What follows belongs to an exercise in optimizing a design on an open flow for small area, a short achievable clock period and few clock cycles per item; a production flow would make more cautious choices. Where RTL was checked, it was by simulation tests only, not by an equivalence proof against the original.

==> job 9519: inputs <==
## multiplier
module multiplier #(MANT_BITS=23, EXP_BITS=8)(
	input wire clk,
	input wire reset_n,
	input wire input_valid,
	input logic [EXP_BITS+MANT_BITS:0] in_a,
	input logic [EXP_BITS+MANT_BITS:0] in_b,
	output logic [EXP_BITS+MANT_BITS:0] data_out,
	output logic output_valid
);
export LEC_CHECK = 0
export CAP_MARGIN = 20
export CORE_MARGIN = 2
export CORE_UTILIZATION = 40
export SETUP_SLACK_MARGIN = 2.0
export SLEW_MARGIN = 20
export SYNTH_HIERARCHICAL = 1
create_clock -name core_clock -period 8.0 [get_ports {clk}]
standard.sh (not shown) runs the stock make flow with config.mk's settings and CLKGATE_MAP_FILE= SYNTH_SCRIPT=/design/flow/synth_recipe.tcl, a recipe that flattens the netlist after the stock synthesis.
==> flow/flow/run.sh <==
#!/bin/bash
set -euo pipefail
export BUFFER_PORTS_ARGS="-buffer_cell sky130_fd_sc_hd__buf_4"
bash standard.sh > standard.log 2>&1
==> job 6169 (differences from job 9519) <==
--- a/flow/design.v
+++ b/flow/design.v
@@ -1617,24 +1617,24 @@
 	wire s1581, c1582;
 	mul_fa us1581 (s1413, c1494, s1495, s1581, c1582);
 	wire s1583, c1584;
 	mul_fa us1583 (c1414, s1497, c1496, s1583, c1584);
 	wire s1585, c1586;
 	mul_fa us1585 (c1416, s1499, c1498, s1585, c1586);
 	wire s1587, c1588;
 	mul_fa us1587 (pp552, pp575, c1500, s1587, c1588);
-wire [16:0] lo_sum = {1'b0, {c1526, c1524, c1522, c1520, c1518, c1516, c1514, c1512, c1510, c1508, c1506, c1504, c1502, pp49, pp2, pp1}} + {1'b0, {s1527, s1525, s1523, s1521, s1519, s1517, s1515, s1513, s1511, s1509, s1507, s1505, s1503, s1501, pp25, 1'b0}};
-logic [31:0] ra, rb;
+wire [12:0] lo_sum = {1'b0, {c1518, c1516, c1514, c1512, c1510, c1508, c1506, c1504, c1502, pp49, pp2, pp1}} + {1'b0, {s1519, s1517, s1515, s1513, s1511, s1509, s1507, s1505, s1503, s1501, pp25, 1'b0}};
+logic [35:0] ra, rb;
 logic rc;
 logic sgn, inf_r, zero_r;
 always_ff @(posedge clk) begin
-	ra <= {1'b0, pp576, s1587, s1585, c1582, s1581, c1578, c1576, c1574, s1573, c1570, c1568, c1566, c1564, c1562, s1561, c1558, c1556, c1554, c1552, c1550, c1548, c1546, c1544, c1542, c1540, c1538, c1536, c1534, c1532, c1530, c1528};
-	rb <= {1'b0, c1588, c1586, c1584, s1583, c1580, s1579, s1577, s1575, c1572, s1571, s1569, s1567, s1565, s1563, c1560, s1559, s1557, s1555, s1553, s1551, s1549, s1547, s1545, s1543, s1541, s1539, s1537, s1535, s1533, s1531, s1529};
-	rc <= lo_sum[16];
+	ra <= {1'b0, pp576, s1587, s1585, c1582, s1581, c1578, c1576, c1574, s1573, c1570, c1568, c1566, c1564, c1562, s1561, c1558, c1556, c1554, c1552, c1550, c1548, c1546, c1544, c1542, c1540, c1538, c1536, c1534, c1532, c1530, c1528, c1526, c1524, c1522, c1520};
+	rb <= {1'b0, c1588, c1586, c1584, s1583, c1580, s1579, s1577, s1575, c1572, s1571, s1569, s1567, s1565, s1563, c1560, s1559, s1557, s1555, s1553, s1551, s1549, s1547, s1545, s1543, s1541, s1539, s1537, s1535, s1533, s1531, s1529, s1527, s1525, s1523, s1521};
+	rc <= lo_sum[12];
 	sgn <= in_a[31] ^ in_b[31];
 	inf_r <= (ea == 8'hff) || (eb == 8'hff) || (esum >= 10'd382);
 	zero_r <= (za && in_a[22:0] == 0) || (zb && in_b[22:0] == 0) || (esum < 10'd128);
 	if (st == IDLE) begin
 		e <= 9'(esum - 10'd127);
 		s126_r <= (esum == 10'd128);
 	end else if (shifting)
 		e <= e - 9'd1;
@@ -1647,21 +1647,21 @@
 		output_valid <= (st == MUL) || (st == IDLE && input_valid && !slow);
 		case (st)
 			IDLE: if (input_valid && slow) st <= SHIFT;
 			SHIFT: if (!shifting) st <= MUL;
 			default: st <= IDLE;
 		endcase
 	end
 end
-wire [32:0] ps = {ra, 1'b1} + {rb, rc};    
-wire [31:0] p = ps[32:1];                     
-wire p47 = p[31];
-wire p46 = p[30];
-wire [22:0] mo = p47 ? p[30:8] : p[29:7];
+wire [36:0] ps = {ra, 1'b1} + {rb, rc};    
+wire [35:0] p = ps[36:1];                     
+wire p47 = p[35];
+wire p46 = p[34];
+wire [22:0] mo = p47 ? p[34:12] : p[33:11];
 wire [7:0] e1 = e[7:0] + 8'd1;
 wire [7:0] eo = p47 ? e1 : (s126_r && !p46) ? 8'd0 : e[7:0];
 assign data_out = {sgn, inf_r ? {8'hff, 23'd0} : zero_r ? 31'd0 : {eo, mo}};
 endmodule
 module mul_fa(input a, input b, input c, output s, output co);
 	assign s = a ^ b ^ c;
 	assign co = (a & b) | (a & c) | (b & c);
 endmodule
CORE_UTILIZATION = 65   (was 40)
==> job 5905 (differences from job 9519) <==
==> flow/run.sh (new file) <==
#!/bin/bash
# synth_recipe.tcl (not shown) runs the flow's synth.tcl, then flattens the netlist and writes it again
# the make line also repeats each setting of config.mk as NAME=value (left out here)
make -C /OpenROAD-flow-scripts/flow DESIGN_CONFIG=/design/flow/config.mk WORK_HOME=/design/flow/orfs CLKGATE_MAP_FILE= SYNTH_SCRIPT=/design/flow/synth_recipe.tcl finish
SETUP_SLACK_MARGIN = 1.5   (was 2.0)
removed: flow/flow/run.sh
removed: flow/standard.sh
==> run notes <==
Routed wire length, highest first: job 5905, job 9519, job 6169. Sequential share of layout area, lowest first: job 5905, job 9519, job 6169. Core utilization: job 6169 is higher than job 9519 (27 points). Hold slack, highest first: job 6169, job 9519, job 5905. In job 6169 the area after synthesis is larger than in job 5905, by about 2%. In job 6169 the synthesized cell count is higher than in job 5905, by about 1.4%.
Testbench counts of job 9519, summed over its fixed seeds: cycles 3,200, items 3,200.
Testbench counts of job 5905, summed over its fixed seeds: cycles 3,200, items 3,200.
Function not checked in job 6169: the RTL went through the layout flow alone.


==> run B: inputs <==
Another version of the RTL of multiplier (not shown whole).
export LEC_CHECK = 0
export CAP_MARGIN = 20
export CORE_MARGIN = 2
export CORE_UTILIZATION = 65
export SETUP_SLACK_MARGIN = 2.4
export SLEW_MARGIN = 20
export SYNTH_HIERARCHICAL = 1
create_clock -name core_clock -period 8.0 [get_ports {clk}]
==> flow/flow/run.sh <==
#!/bin/bash
set -euo pipefail
export BUFFER_PORTS_ARGS="-buffer_cell sky130_fd_sc_hd__buf_4"
bash standard.sh > standard.log 2>&1
==> inputs of run M, as changes to run B <==
--- a/flow/config.mk
+++ b/flow/config.mk
@@ -9,5 +9,6 @@
 export CORE_MARGIN = 2
 export CORE_UTILIZATION = 65
-export SETUP_SLACK_MARGIN = 2.4
+export GPL_ROUTABILITY_DRIVEN = 0
+export SETUP_SLACK_MARGIN = 2.3
 export SLEW_MARGIN = 20
 export SYNTH_HIERARCHICAL = 1
==> inputs of run F, as changes to run B <==
--- a/flow/config.mk
+++ b/flow/config.mk
@@ -8,6 +8,6 @@
 export CAP_MARGIN = 20
 export CORE_MARGIN = 2
-export CORE_UTILIZATION = 65
-export SETUP_SLACK_MARGIN = 2.4
+export CORE_UTILIZATION = 60
+export SETUP_SLACK_MARGIN = 2.5
 export SLEW_MARGIN = 20
 export SYNTH_HIERARCHICAL = 1
==> qor summary <==
quantity	run F	run M	run B
DP Worst Slack	1420 ps	1190 ps	1390 ps
Largest clock skew in the final design	16.7 ps	17.5 ps	20.4 ps
Final core area utilization	0.712	0.756	0.763
Result of the run	no timing/DRC/antenna violations	no timing/DRC/antenna violations	no timing/DRC/antenna violations
Fraction of met2 tracks used by global routing	0.601	0.628	0.629
RR Endpoint	rb[13]	rb[12]	rb[11]
Final Instance Area	0.0218 sq mm	0.0212 sq mm	0.0214 sq mm
Detailed-route via count	16000	15800	15900
Least-Margin Pin Slew	1010 ps	1000 ps	896 ps
Number of design-rule violations left by the first detailed-router iteration	1854	2000	2033
Number of filler cells placed in the layout	2273	2014	1946
Worst reg2reg path startpoint	sh_a	st[0]	st[0]
Clock insertion delay at the later pin of the skew report	380 ps	370 ps	380 ps
Global-route wire length before repair	94.7 mm	91.4 mm	92.0 mm
Testbench counts of run B, summed over its fixed seeds: cycles 3,200, items 3,200.
Testbench counts of run M, summed over its fixed seeds: cycles 3,200, items 3,200.
Testbench counts of run F, summed over its fixed seeds: cycles 3,200, items 3,200.


==> job 5607 <==
multiplier with an RTL version that a note above also has.
Settings: LEC_CHECK=0, CAP_MARGIN=20, CORE_MARGIN=2, CORE_UTILIZATION=65, SETUP_SLACK_MARGIN=2.0, SLEW_MARGIN=20, SYNTH_HIERARCHICAL=1; clock period 8.0 ns.
Scripts as last shown in full above: flow/flow/run.sh
==> inputs of job 1193, as changes to job 5607 <==
==> flow/run.sh (new file) <==
#!/bin/bash
# synth_recipe.tcl (not shown) runs the flow's synth.tcl, then flattens the netlist and writes it again
# the make line also repeats each setting of config.mk as NAME=value (left out here)
make -C /OpenROAD-flow-scripts/flow DESIGN_CONFIG=/design/flow/config.mk WORK_HOME=/design/flow/orfs CLKGATE_MAP_FILE= SYNTH_SCRIPT=/design/flow/synth_recipe.tcl finish
CORE_UTILIZATION = 40   (was 65)
removed: flow/flow/run.sh
removed: flow/standard.sh
==> results.toml <==
[status]
outcome = "complete, no violations"

[sta]
worst_slew_pin_slew_ps = 1164
maxSlewHeadroom_pct = 20.75

[layout]
stdcell_area_mm2 = 0.02143
multi_input_area_mm2 = 0.01680
diodes = 0

[grt]
antenna_found_initial = 0

[clock_tree]
cts-resized-gates = 9

[critical_path]
r2r_end = "rb[13]$_DFF_P_"
The numbers above come from job 5607.

==> results.toml <==
[clock_tree]
cts-resized-gates = 28

[status]
outcome = "complete, no violations"

[grt]
antenna_found_initial = 1

[sta]
maxSlewHeadroom_pct = 34.56
worst_slew_pin_slew_ps = 980.2

[layout]
diodes = 1
multi_input_area_mm2 = 0.01683
stdcell_area_mm2 = 0.02217
The numbers above come from job 1193.

Testbench counts of job 5607, summed over its fixed seeds: cycles 3,200, items 3,200.
Testbench counts of job 1193, summed over its fixed seeds: cycles 3,200, items 3,200.


==> run D <==
Another version of the RTL of multiplier (not shown whole).
Settings: LEC_CHECK=0, CAP_MARGIN=20, CORE_MARGIN=2, CORE_UTILIZATION=60, SETUP_SLACK_MARGIN=2.0, SLEW_MARGIN=20, SYNTH_HIERARCHICAL=1; clock period 8.0 ns.
==> flow/flow/run.sh <==
#!/bin/bash
set -euo pipefail
export BUFFER_PORTS_ARGS="-buffer_cell sky130_fd_sc_hd__buf_4"
bash standard.sh > standard.log 2>&1
==> inputs of run G, as changes to run D <==
- CORE_UTILIZATION: 60 -> 70
- SETUP_SLACK_MARGIN: 2.0 -> 2.5
==> summary.md <==
| Metric | Value |
|---|---|
| Highest achievable clock rate | 0.176 GHz |
| Detailed Route Iter0 Violations | 2,510 |
| Non-clock buffer share of cell area | 0.0903 |
| Run status | finished clean |
| Setup slack, reg-to-reg | 2.38 ns |
| Post-layout utilization of the core | 0.841 |
| Average detailed-routed wire length per instance | 27.2 um |
| Hold Worst Slack | 0.578 ns |
| Instance area at placement | 20,100 um2 |
Source of the figures above: run G

==> summary.md <==
| Metric | Value |
|---|---|
| Run status | finished clean |
| Start-to-end type of the worst setup path | in -> reg |
| Share of post-route cells with drive strength above 1 | 0.144 |
| Non-clock buffer share of cell area | 0.0693 |
| Cell depth of the worst flop-to-flop path | 13 |
| Hold Worst Slack | 0.577 ns |
| Setup slack, reg-to-reg | 2.21 ns |
| Met2 wire len | 25,100 um |
| Highest achievable clock rate | 0.170 GHz |
| Average detailed-routed wire length per instance | 25.3 um |
| Post-layout utilization of the core | 0.685 |
| Final setup vio count | 0 |
| Hold/Removal Path Class | reg -> reg |
Source of the figures above: run D

Function was not checked in any run of this note: the RTL went through the layout flow alone.


==> trial 27: inputs <==
multiplier, a different RTL version from the one above (not shown whole).
export LEC_CHECK = 0
export CAP_MARGIN = 20
export CORE_MARGIN = 2
export CORE_UTILIZATION = 65
export SETUP_SLACK_MARGIN = 2.3
export SLEW_MARGIN = 20
export SYNTH_HIERARCHICAL = 1
create_clock -name core_clock -period 8.0 [get_ports {clk}]
Scripts as last shown in full above: flow/flow/run.sh
==> inputs of trial 17, as changes to trial 27 <==
--- a/flow/design.v
+++ b/flow/design.v
@@ -1580,143 +1580,12 @@
 			SHIFT: if (!shifting) st <= MUL;
 			default: st <= IDLE;
 		endcase
 	end
 end
-wire [31:0] ag = ra & rb;
-wire [31:0] ap = ra ^ rb;
-wire sg0_0 = ag[0] | (ap[0] & rc);
-wire sg1_1 = ag[1] | (ap[1] & sg0_0);
-wire sg1_3 = ag[3] | (ap[3] & ag[2]);
-wire sp1_3 = ap[3] & ap[2];
-wire sg1_5 = ag[5] | (ap[5] & ag[4]);
-wire sp1_5 = ap[5] & ap[4];
-wire sg1_7 = ag[7] | (ap[7] & ag[6]);
-wire sp1_7 = ap[7] & ap[6];
-wire sg1_9 = ag[9] | (ap[9] & ag[8]);
-wire sp1_9 = ap[9] & ap[8];
-wire sg1_11 = ag[11] | (ap[11] & ag[10]);
-wire sp1_11 = ap[11] & ap[10];
-wire sg1_13 = ag[13] | (ap[13] & ag[12]);
-wire sp1_13 = ap[13] & ap[12];
-wire sg1_15 = ag[15] | (ap[15] & ag[14]);
-wire sp1_15 = ap[15] & ap[14];
-wire sg1_17 = ag[17] | (ap[17] & ag[16]);
-wire sp1_17 = ap[17] & ap[16];
-wire sg1_19 = ag[19] | (ap[19] & ag[18]);
-wire sp1_19 = ap[19] & ap[18];
-wire sg1_21 = ag[21] | (ap[21] & ag[20]);
-wire sp1_21 = ap[21] & ap[20];
-wire sg1_23 = ag[23] | (ap[23] & ag[22]);
-wire sp1_23 = ap[23] & ap[22];
-wire sg1_25 = ag[25] | (ap[25] & ag[24]);
-wire sp1_25 = ap[25] & ap[24];
-wire sg1_27 = ag[27] | (ap[27] & ag[26]);
-wire sp1_27 = ap[27] & ap[26];
-wire sg1_29 = ag[29] | (ap[29] & ag[28]);
-wire sp1_29 = ap[29] & ap[28];
-wire sg1_31 = ag[31] | (ap[31] & ag[30]);
-wire sp1_31 = ap[31] & ap[30];
-wire sg2_2 = ag[2] | (ap[2] & sg1_1);
-wire sg2_3 = sg1_3 | (sp1_3 & sg1_1);
-wire sg2_6 = ag[6] | (ap[6] & sg1_5);
-wire sp2_6 = ap[6] & sp1_5;
-wire sg2_7 = sg1_7 | (sp1_7 & sg1_5);
-wire sp2_7 = sp1_7 & sp1_5;
-wire sg2_10 = ag[10] | (ap[10] & sg1_9);
-wire sp2_10 = ap[10] & sp1_9;
-wire sg2_11 = sg1_11 | (sp1_11 & sg1_9);
-wire sp2_11 = sp1_11 & sp1_9;
-wire sg2_14 = ag[14] | (ap[14] & sg1_13);
-wire sp2_14 = ap[14] & sp1_13;
-wire sg2_15 = sg1_15 | (sp1_15 & sg1_13);
-wire sp2_15 = sp1_15 & sp1_13;
-wire sg2_18 = ag[18] | (ap[18] & sg1_17);
-wire sp2_18 = ap[18] & sp1_17;
-wire sg2_19 = sg1_19 | (sp1_19 & sg1_17);
-wire sp2_19 = sp1_19 & sp1_17;
-wire sg2_22 = ag[22] | (ap[22] & sg1_21);
-wire sp2_22 = ap[22] & sp1_21;
-wire sg2_23 = sg1_23 | (sp1_23 & sg1_21);
-wire sp2_23 = sp1_23 & sp1_21;
-wire sg2_26 = ag[26] | (ap[26] & sg1_25);
-wire sp2_26 = ap[26] & sp1_25;
-wire sg2_27 = sg1_27 | (sp1_27 & sg1_25);
-wire sp2_27 = sp1_27 & sp1_25;
-wire sg2_30 = ag[30] | (ap[30] & sg1_29);
-wire sp2_30 = ap[30] & sp1_29;
-wire sg2_31 = sg1_31 | (sp1_31 & sg1_29);
-wire sp2_31 = sp1_31 & sp1_29;
-wire sg3_4 = ag[4] | (ap[4] & sg2_3);
-wire sg3_5 = sg1_5 | (sp1_5 & sg2_3);
-wire sg3_6 = sg2_6 | (sp2_6 & sg2_3);
-wire sg3_7 = sg2_7 | (sp2_7 & sg2_3);
-wire sg3_12 = ag[12] | (ap[12] & sg2_11);
-wire sp3_12 = ap[12] & sp2_11;
-wire sg3_13 = sg1_13 | (sp1_13 & sg2_11);
-wire sp3_13 = sp1_13 & sp2_11;
-wire sg3_14 = sg2_14 | (sp2_14 & sg2_11);
-wire sp3_14 = sp2_14 & sp2_11;
-wire sg3_15 = sg2_15 | (sp2_15 & sg2_11);
-wire sp3_15 = sp2_15 & sp2_11;
-wire sg3_20 = ag[20] | (ap[20] & sg2_19);
-wire sp3_20 = ap[20] & sp2_19;
-wire sg3_21 = sg1_21 | (sp1_21 & sg2_19);
-wire sp3_21 = sp1_21 & sp2_19;
-wire sg3_22 = sg2_22 | (sp2_22 & sg2_19);
-wire sp3_22 = sp2_22 & sp2_19;
-wire sg3_23 = sg2_23 | (sp2_23 & sg2_19);
-wire sp3_23 = sp2_23 & sp2_19;
-wire sg3_28 = ag[28] | (ap[28] & sg2_27);
-wire sp3_28 = ap[28] & sp2_27;
-wire sg3_29 = sg1_29 | (sp1_29 & sg2_27);
-wire sp3_29 = sp1_29 & sp2_27;
-wire sg3_30 = sg2_30 | (sp2_30 & sg2_27);
-wire sp3_30 = sp2_30 & sp2_27;
-wire sg3_31 = sg2_31 | (sp2_31 & sg2_27);
-wire sp3_31 = sp2_31 & sp2_27;
-wire sg4_8 = ag[8] | (ap[8] & sg3_7);
-wire sg4_9 = sg1_9 | (sp1_9 & sg3_7);
-wire sg4_10 = sg2_10 | (sp2_10 & sg3_7);
-wire sg4_11 = sg2_11 | (sp2_11 & sg3_7);
-wire sg4_12 = sg3_12 | (sp3_12 & sg3_7);
-wire sg4_13 = sg3_13 | (sp3_13 & sg3_7);
-wire sg4_14 = sg3_14 | (sp3_14 & sg3_7);
-wire sg4_15 = sg3_15 | (sp3_15 & sg3_7);
-wire sg4_24 = ag[24] | (ap[24] & sg3_23);
-wire sp4_24 = ap[24] & sp3_23;
-wire sg4_25 = sg1_25 | (sp1_25 & sg3_23);
-wire sp4_25 = sp1_25 & sp3_23;
-wire sg4_26 = sg2_26 | (sp2_26 & sg3_23);
-wire sp4_26 = sp2_26 & sp3_23;
-wire sg4_27 = sg2_27 | (sp2_27 & sg3_23);
-wire sp4_27 = sp2_27 & sp3_23;
-wire sg4_28 = sg3_28 | (sp3_28 & sg3_23);
-wire sp4_28 = sp3_28 & sp3_23;
-wire sg4_29 = sg3_29 | (sp3_29 & sg3_23);
-wire sp4_29 = sp3_29 & sp3_23;
-wire sg4_30 = sg3_30 | (sp3_30 & sg3_23);
-wire sp4_30 = sp3_30 & sp3_23;
-wire sg4_31 = sg3_31 | (sp3_31 & sg3_23);
-wire sp4_31 = sp3_31 & sp3_23;
-wire sg5_16 = ag[16] | (ap[16] & sg4_15);
-wire sg5_17 = sg1_17 | (sp1_17 & sg4_15);
-wire sg5_18 = sg2_18 | (sp2_18 & sg4_15);
-wire sg5_19 = sg2_19 | (sp2_19 & sg4_15);
-wire sg5_20 = sg3_20 | (sp3_20 & sg4_15);
-wire sg5_21 = sg3_21 | (sp3_21 & sg4_15);
-wire sg5_22 = sg3_22 | (sp3_22 & sg4_15);
-wire sg5_23 = sg3_23 | (sp3_23 & sg4_15);
-wire sg5_24 = sg4_24 | (sp4_24 & sg4_15);
-wire sg5_25 = sg4_25 | (sp4_25 & sg4_15);
-wire sg5_26 = sg4_26 | (sp4_26 & sg4_15);
-wire sg5_27 = sg4_27 | (sp4_27 & sg4_15);
-wire sg5_28 = sg4_28 | (sp4_28 & sg4_15);
-wire sg5_29 = sg4_29 | (sp4_29 & sg4_15);
-wire sg5_30 = sg4_30 | (sp4_30 & sg4_15);
-wire sg5_31 = sg4_31 | (sp4_31 & sg4_15);
-wire [31:0] p = {ap[31] ^ sg5_30, ap[30] ^ sg5_29, ap[29] ^ sg5_28, ap[28] ^ sg5_27, ap[27] ^ sg5_26, ap[26] ^ sg5_25, ap[25] ^ sg5_24, ap[24] ^ sg5_23, ap[23] ^ sg5_22, ap[22] ^ sg5_21, ap[21] ^ sg5_20, ap[20] ^ sg5_19, ap[19] ^ sg5_18, ap[18] ^ sg5_17, ap[17] ^ sg5_16, ap[16] ^ sg4_15, ap[15] ^ sg4_14, ap[14] ^ sg4_13, ap[13] ^ sg4_12, ap[12] ^ sg4_11, ap[11] ^ sg4_10, ap[10] ^ sg4_9, ap[9] ^ sg4_8, ap[8] ^ sg3_7, ap[7] ^ sg3_6, ap[6] ^ sg3_5, ap[5] ^ sg3_4, ap[4] ^ sg2_3, ap[3] ^ sg2_2, ap[2] ^ sg1_1, ap[1] ^ sg0_0, ap[0] ^ rc};
+wire [32:0] ps = {ra, 1'b1} + {rb, rc};    
+wire [31:0] p = ps[32:1];                     
 wire p47 = p[31];
 wire p46 = p[30];
 wire [22:0] mo = p47 ? p[30:8] : p[29:7];
 wire [7:0] e1 = e[7:0] + 8'd1;
 wire [7:0] eo = p47 ? e1 : (s126_r && !p46) ? 8'd0 : e[7:0];
==> inputs of trial 37, as changes to trial 27 <==
Settings changed: CORE_UTILIZATION 65 to 60.
==> flow_metrics.tcl <==
set metrics [dict create \
    outcome "finished clean" \
    worst_pin_slew_ps 1110 \
    synth_mux_area_share_pct 4.42 \
    reg2reg_slack_ps 2500 \
    instances_no_fill 2303 \
    ys_seq_area_share_pct 13.5 \
    postCtsSetupBuffers 13 \
    nFillCells 2344 \
    final_net_count 2329 \
    grt_pass1_wl_um 90800 \
    fin_util_pct 70.1 \
    multi_input_comb_cells 1556 \
    synth_top_cells_by_count "xnor2_1 (310), a22o_1 (276), fa_1 (267), ha_1 (93), a21oi_1 (74)" \
    rr_endpoint "rb[10]$_DFF_P_" \
    path_class "primary input to flop" \
    dp_slack_ps 1510 \
    holdWs_ps 610 \
]
The numbers above come from trial 37.

==> flow_metrics.tcl <==
set metrics [dict create \
    outcome "finished clean" \
    rr_endpoint "rb[10]$_DFF_P_" \
    fin_util_pct 75.3 \
    reg2reg_slack_ps 2430 \
    ys_seq_area_share_pct 13.3 \
    dp_slack_ps 1210 \
    nFillCells 2035 \
    path_class "flop to flop" \
    worst_pin_slew_ps 1010 \
    postCtsSetupBuffers 18 \
]
The numbers above come from trial 17.

==> flow_metrics.tcl <==
set metrics [dict create \
    dp_slack_ps 1330 \
    synth_mux_area_share_pct 4.42 \
    postCtsSetupBuffers 3 \
    n_clock_buffer 10 \
    dp.final_hpwl_um 39800 \
    ys_seq_area_share_pct 13.5 \
    nFillCells 2001 \
    instances_no_fill 2267 \
    path_class "primary input to flop" \
    reg2reg_slack_ps 2430 \
    multi_input_comb_cells 1555 \
    outcome "finished clean" \
    final_net_count 2311 \
    rr_endpoint "rc$_DFF_P_" \
    holdWs_ps 605 \
    synth_top_cells_by_count "xnor2_1 (310), a22o_1 (276), fa_1 (267), ha_1 (93), a21oi_1 (74)" \
]
The numbers above come from trial 27.

Testbench counts of trial 17, summed over its fixed seeds: cycles 3,200, items 3,200.
The RTL of trial 27 and trial 37 was laid out without a check of its function.

-- static timing again, ports no longer ideal --
In the flow no input, the clock included, has a driving cell. The finished layouts below were timed again as built, in two steps.
Step 1 sets driving cells, clkbuf_16 on the clock port and buf_2 on the other inputs (assumed; they add their load-dependent delay and slew).
Step 2 adds t to the input delays and takes it off the output delays; t is the mean of the earliest and latest rising clock arrival at the registers after step 1. Input paths then give back, and output paths get back, about the clock's delay inside the block.
a / b / c = ideal / step 1 / step 2; a / b = the first two.
run | t (ns) | setup WS [ns] | worst setup path after step 2 | latest minus earliest clock arrival (ns) | worst register clock-pin slew, ns
job 9519 | 0.445 | 2.120 / 2.150 / 1.706 | input to register | 0.025 / 0.025 | 0.09 / 0.09
job 6169 | 0.441 | 2.088 / 2.107 / 1.666 | input to register | 0.020 / 0.021 | 0.09 / 0.09
job 5905 | 0.455 | 1.714 / 1.743 / 1.288 | input to register | 0.019 / 0.018 | 0.09 / 0.09
run B | 0.413 | 2.436 / 2.452 / 2.039 | input to register | 0.020 / 0.020 | 0.09 / 0.09
run M | 0.406 | 2.342 / 2.360 / 1.953 | input to register | 0.018 / 0.019 | 0.09 / 0.09
run F | 0.421 | 2.553 / 2.574 / 2.153 | input to register | 0.018 / 0.017 | 0.09 / 0.09
job 5607 | 0.436 | 2.165 / 2.195 / 1.760 | input to register | 0.018 / 0.018 | 0.09 / 0.09
job 1193 | 0.458 | 1.962 / 1.992 / 1.534 | input to register | 0.022 / 0.021 | 0.10 / 0.10
run D | 0.419 | 2.134 / 2.152 / 1.733 | input to register | 0.029 / 0.029 | 0.09 / 0.09
run G | 0.438 | 2.316 / 2.347 / 1.910 | input to register | 0.027 / 0.027 | 0.10 / 0.10
trial 27 | 0.435 | 2.337 / 2.368 / 1.933 | input to register | 0.028 / 0.028 | 0.10 / 0.10
trial 17 | 0.406 | 2.426 / 2.426 / 2.053 | input to register | 0.021 / 0.021 | 0.09 / 0.09
trial 37 | 0.440 | 2.364 / 2.384 / 1.958 | input to register | 0.018 / 0.018 | 0.09 / 0.09
After both steps setup and hold are still met in every run listed. For job 1193, which loses most, drivers alone change the setup slack by +0.030 ns; drivers and shift together by -0.428 ns.
